This is an optimization exercise on Yosys and OpenROAD, whose aim is small area, not a production implementation.
Only simulation tests tie the RTL to the original design; equivalence was not proved.

run 1:
Design cordic_amplitude_angle, start of the top module:
module cordic_amplitude_angle (
    input                clk,
    input                rst_n,
    input  signed [31:0] x,
    input  signed [31:0] y,
    input                pre_vaild,
    output signed [31:0] amplitude,
    output signed [31:0] angle,
    output reg           post_vaild
);
wire sx_i = x[31];
wire [28:0] ax_i = sx_i ? (~x[28:0] + 29'd1) : x[28:0];
wire [29:0] y_i = y[29:0];
wire d0 = y_i[29];
wire nd0 = ~d0;
wire e0 = d0 ^ ~sx_i;
wire [28:0] xo0 = y_i[28:0] ^ {29{d0}};
wire [29:0] Xn0_p, Xn0_g;
assign Xn0_p[0] = ax_i[0] ^ xo0[0]; assign Xn0_g[0] = ax_i[0] & xo0[0];
assign Xn0_p[1] = ax_i[1] ^ xo0[1]; assign Xn0_g[1] = ax_i[1] & xo0[1];
assign Xn0_p[2] = ax_i[2] ^ xo0[2]; assign Xn0_g[2] = ax_i[2] & xo0[2];
assign Xn0_p[3] = ax_i[3] ^ xo0[3]; assign Xn0_g[3] = ax_i[3] & xo0[3];
assign Xn0_p[4] = ax_i[4] ^ xo0[4]; assign Xn0_g[4] = ax_i[4] & xo0[4];
assign Xn0_p[5] = ax_i[5] ^ xo0[5]; assign Xn0_g[5] = ax_i[5] & xo0[5];
assign Xn0_p[6] = ax_i[6] ^ xo0[6]; assign Xn0_g[6] = ax_i[6] & xo0[6];
assign Xn0_p[7] = ax_i[7] ^ xo0[7]; assign Xn0_g[7] = ax_i[7] & xo0[7];
assign Xn0_p[8] = ax_i[8] ^ xo0[8]; assign Xn0_g[8] = ax_i[8] & xo0[8];
assign Xn0_p[9] = ax_i[9] ^ xo0[9]; assign Xn0_g[9] = ax_i[9] & xo0[9];
assign Xn0_p[10] = ax_i[10] ^ xo0[10]; assign Xn0_g[10] = ax_i[10] & xo0[10];
assign Xn0_p[11] = ax_i[11] ^ xo0[11]; assign Xn0_g[11] = ax_i[11] & xo0[11];
assign Xn0_p[12] = ax_i[12] ^ xo0[12]; assign Xn0_g[12] = ax_i[12] & xo0[12];
assign Xn0_p[13] = ax_i[13] ^ xo0[13]; assign Xn0_g[13] = ax_i[13] & xo0[13];
assign Xn0_p[14] = ax_i[14] ^ xo0[14]; assign Xn0_g[14] = ax_i[14] & xo0[14];
assign Xn0_p[15] = ax_i[15] ^ xo0[15]; assign Xn0_g[15] = ax_i[15] & xo0[15];
assign Xn0_p[16] = ax_i[16] ^ xo0[16]; assign Xn0_g[16] = ax_i[16] & xo0[16];
assign Xn0_p[17] = ax_i[17] ^ xo0[17]; assign Xn0_g[17] = ax_i[17] & xo0[17];
assign Xn0_p[18] = ax_i[18] ^ xo0[18]; assign Xn0_g[18] = ax_i[18] & xo0[18];
assign Xn0_p[19] = ax_i[19] ^ xo0[19]; assign Xn0_g[19] = ax_i[19] & xo0[19];
  ...
clock: 7.5 ns
lec_check: 0
cap_margin: 20
core_margin: 2
core_utilization: 40
cts_cluster_diameter: 85
cts_cluster_size: 32
slew_margin: 20
standard.sh (not shown) runs the stock make flow with config.mk's settings and CLKGATE_MAP_FILE= SYNTH_SCRIPT=/design/flow/synth_recipe.tcl, a recipe that flattens the netlist after the stock synthesis.
==> flow/flow/run.sh <==
#!/bin/bash
# The standard layout flow (standard.sh) with one change: the buffers that
# global placement puts on every input and output port are
# sky130_fd_sc_hd__buf_1 cells instead of the default choice (the resizer may
# still upsize them). standard.sh's own output goes to standard_flow.log; each
# ORFS step keeps its full log under orfs/logs/.
export BUFFER_PORTS_ARGS="-buffer_cell sky130_fd_sc_hd__buf_1"
bash standard.sh > standard_flow.log 2>&1
[inputs] run 2 vs run 1
Settings: a change of CTS_CLUSTER_DIAMETER from 85 to 70; a change of CTS_CLUSTER_SIZE from 32 to 25.
## What came out
Any difference in sequential share of layout area between run 2 and run 1 is small enough to ignore.
Per the comparison of run 2 with run 1, relative area of non-clock buffer cells in the final design saw little to no change.
--- input diff run 2..run 3 ---
Settings: swapping 40 for 55 in CORE_UTILIZATION; clearing CTS_CLUSTER_DIAMETER, which used to be 70; putting PLACE_DENSITY at 0.65 where nothing was set; clearing CTS_CLUSTER_SIZE, which used to be 25.
==> flow/flow/run.sh <==
#!/bin/bash
# The standard layout flow (standard.sh) with two changes:
# - the buffers that global placement puts on every input and output port are
#   sky130_fd_sc_hd__buf_1 cells instead of the default choice (the resizer may
#   still upsize them);
# - clock tree synthesis clusters up to 30 flip-flops within 80 um per leaf
#   buffer and inserts no dummy loads.
# standard.sh's own output goes to standard_flow.log; each ORFS step keeps its
# full log under orfs/logs/.
export BUFFER_PORTS_ARGS="-buffer_cell sky130_fd_sc_hd__buf_1"
export CTS_ARGS="-sink_clustering_enable -repair_clock_nets -sink_clustering_size 30 -sink_clustering_max_diameter 80 -dont_use_dummy_load"
bash standard.sh > standard_flow.log 2>&1
Notes after the runs:
Between run 2 and run 3, the difference in flip-flop and latch count after synthesis is negligible. Relative to run 2, post-cts repair resize count has increased by 1 in run 3. Summary of run 3 over run 2: time the final worst path needs with I/O delays and setup increased 42 ps, count of port buffers added during placement essentially unchanged. Relative to run 2, fraction of area in multi-input gates has increased by 1.7 points in run 3. Run comparison: run 2 library cell contributing the largest single delay on the critical path sky130_fd_sc_hd__fa_1; run 3 library cell contributing the largest single delay on the critical path sky130_fd_sc_hd__dfxtp_1. Every stage of the flow completed for run 3, and the final layout passed the timing, DRC and antenna checks. Against run 2, maximum number of pins on one net before global-route repair in run 3 fell by more than a quarter.
diff inputs: run 3 => run 4
Settings: changing CORE_UTILIZATION from 55 to 40; removing PLACE_DENSITY (formerly 0.65).
==> flow/flow/run.sh <==
#!/bin/bash
# The standard layout flow (standard.sh) with two changes:
# - the buffers that global placement puts on every input and output port are
#   sky130_fd_sc_hd__buf_1 cells instead of the default choice (the resizer may
#   still upsize them);
# - clock tree synthesis clusters up to 25 flip-flops within 70 um per leaf
#   buffer and inserts no dummy loads.
# standard.sh's own output goes to standard_flow.log; each ORFS step keeps its
# full log under orfs/logs/.
export BUFFER_PORTS_ARGS="-buffer_cell sky130_fd_sc_hd__buf_1"
export CTS_ARGS="-sink_clustering_enable -repair_clock_nets -sink_clustering_size 25 -sink_clustering_max_diameter 70 -dont_use_dummy_load"
bash standard.sh > standard_flow.log 2>&1
==> notes.md <==
[run 4] total routing resource utilization after global routing fell 5.6 points relative to run 3. Lower total CTS buffers goes to run 3 over run 4. Looking at instance count on the critical path, run 4 sits 2 lower than run 3 does. Any difference in area occupied by multi-input gates between run 4 and run 3 is small enough to ignore. Changes observed in run 4 relative to run 3: register-to-register slack now sits higher, via count of the first global-routing pass up 535.
Input changes introduced in run 5 (baseline for comparison: run 4):
==> flow/flow/run.sh <==
#!/bin/bash
# The standard layout flow (standard.sh) with two changes:
# - the buffers that global placement puts on every input and output port are
#   sky130_fd_sc_hd__buf_1 cells instead of the default choice (the resizer may
#   still upsize them);
# - clock tree synthesis clusters up to 30 flip-flops within 80 um per leaf
#   buffer and inserts no dummy loads.
# standard.sh's own output goes to standard_flow.log; each ORFS step keeps its
# full log under orfs/logs/.
export BUFFER_PORTS_ARGS="-buffer_cell sky130_fd_sc_hd__buf_1"
export CTS_ARGS="-sink_clustering_enable -repair_clock_nets -sink_clustering_size 30 -sink_clustering_max_diameter 80 -dont_use_dummy_load"
bash standard.sh > standard_flow.log 2>&1
==> comparison <==
Compared with run 4, in run 5 worst hold slack has increased; highest attainable clock frequency has decreased; final design utilization has decreased. Re area added between synthesis and finish: run 4 was higher than run 5.

separate check: timing with driven ports:
No port has a modelled driver above. Below, the same layouts with a new extraction and two added sets of constraints.
Step 1: set_driving_cell puts a clkbuf_16 on clk and a buf_2 on each other input, an assumption about the parent block.
Step 2 also shifts input and output timing later by t, the mid clock arrival at the registers, as if the neighbouring blocks saw the same clock.
Three values: no drivers, after step 1, after step 2; two values: the first two.
| run | t, ns | slack for setup (ns) | hold WS [ns] | worst setup path after step 2 | pins driven straight from the clock port |
|---|---|---|---|---|---|
| run 1 | 0.672 | 0.361 / 0.292 / 0.509 | 0.303 / 0.303 / 0.303 | register to register | 1 |
| run 2 | 0.711 | 0.372 / 0.301 / 0.541 | 0.313 / 0.313 / 0.313 | register to register | 1 |
| run 3 | 0.626 | 0.330 / 0.268 / 0.397 | 0.308 / 0.308 / 0.308 | register to register | 1 |
| run 4 | 0.681 | 0.375 / 0.304 / 0.537 | 0.276 / 0.276 / 0.276 | register to register | 1 |
| run 5 | 0.643 | 0.324 / 0.257 / 0.510 | 0.286 / 0.286 / 0.286 | register to register | 1 |
After both steps setup and hold are still met in every run listed.
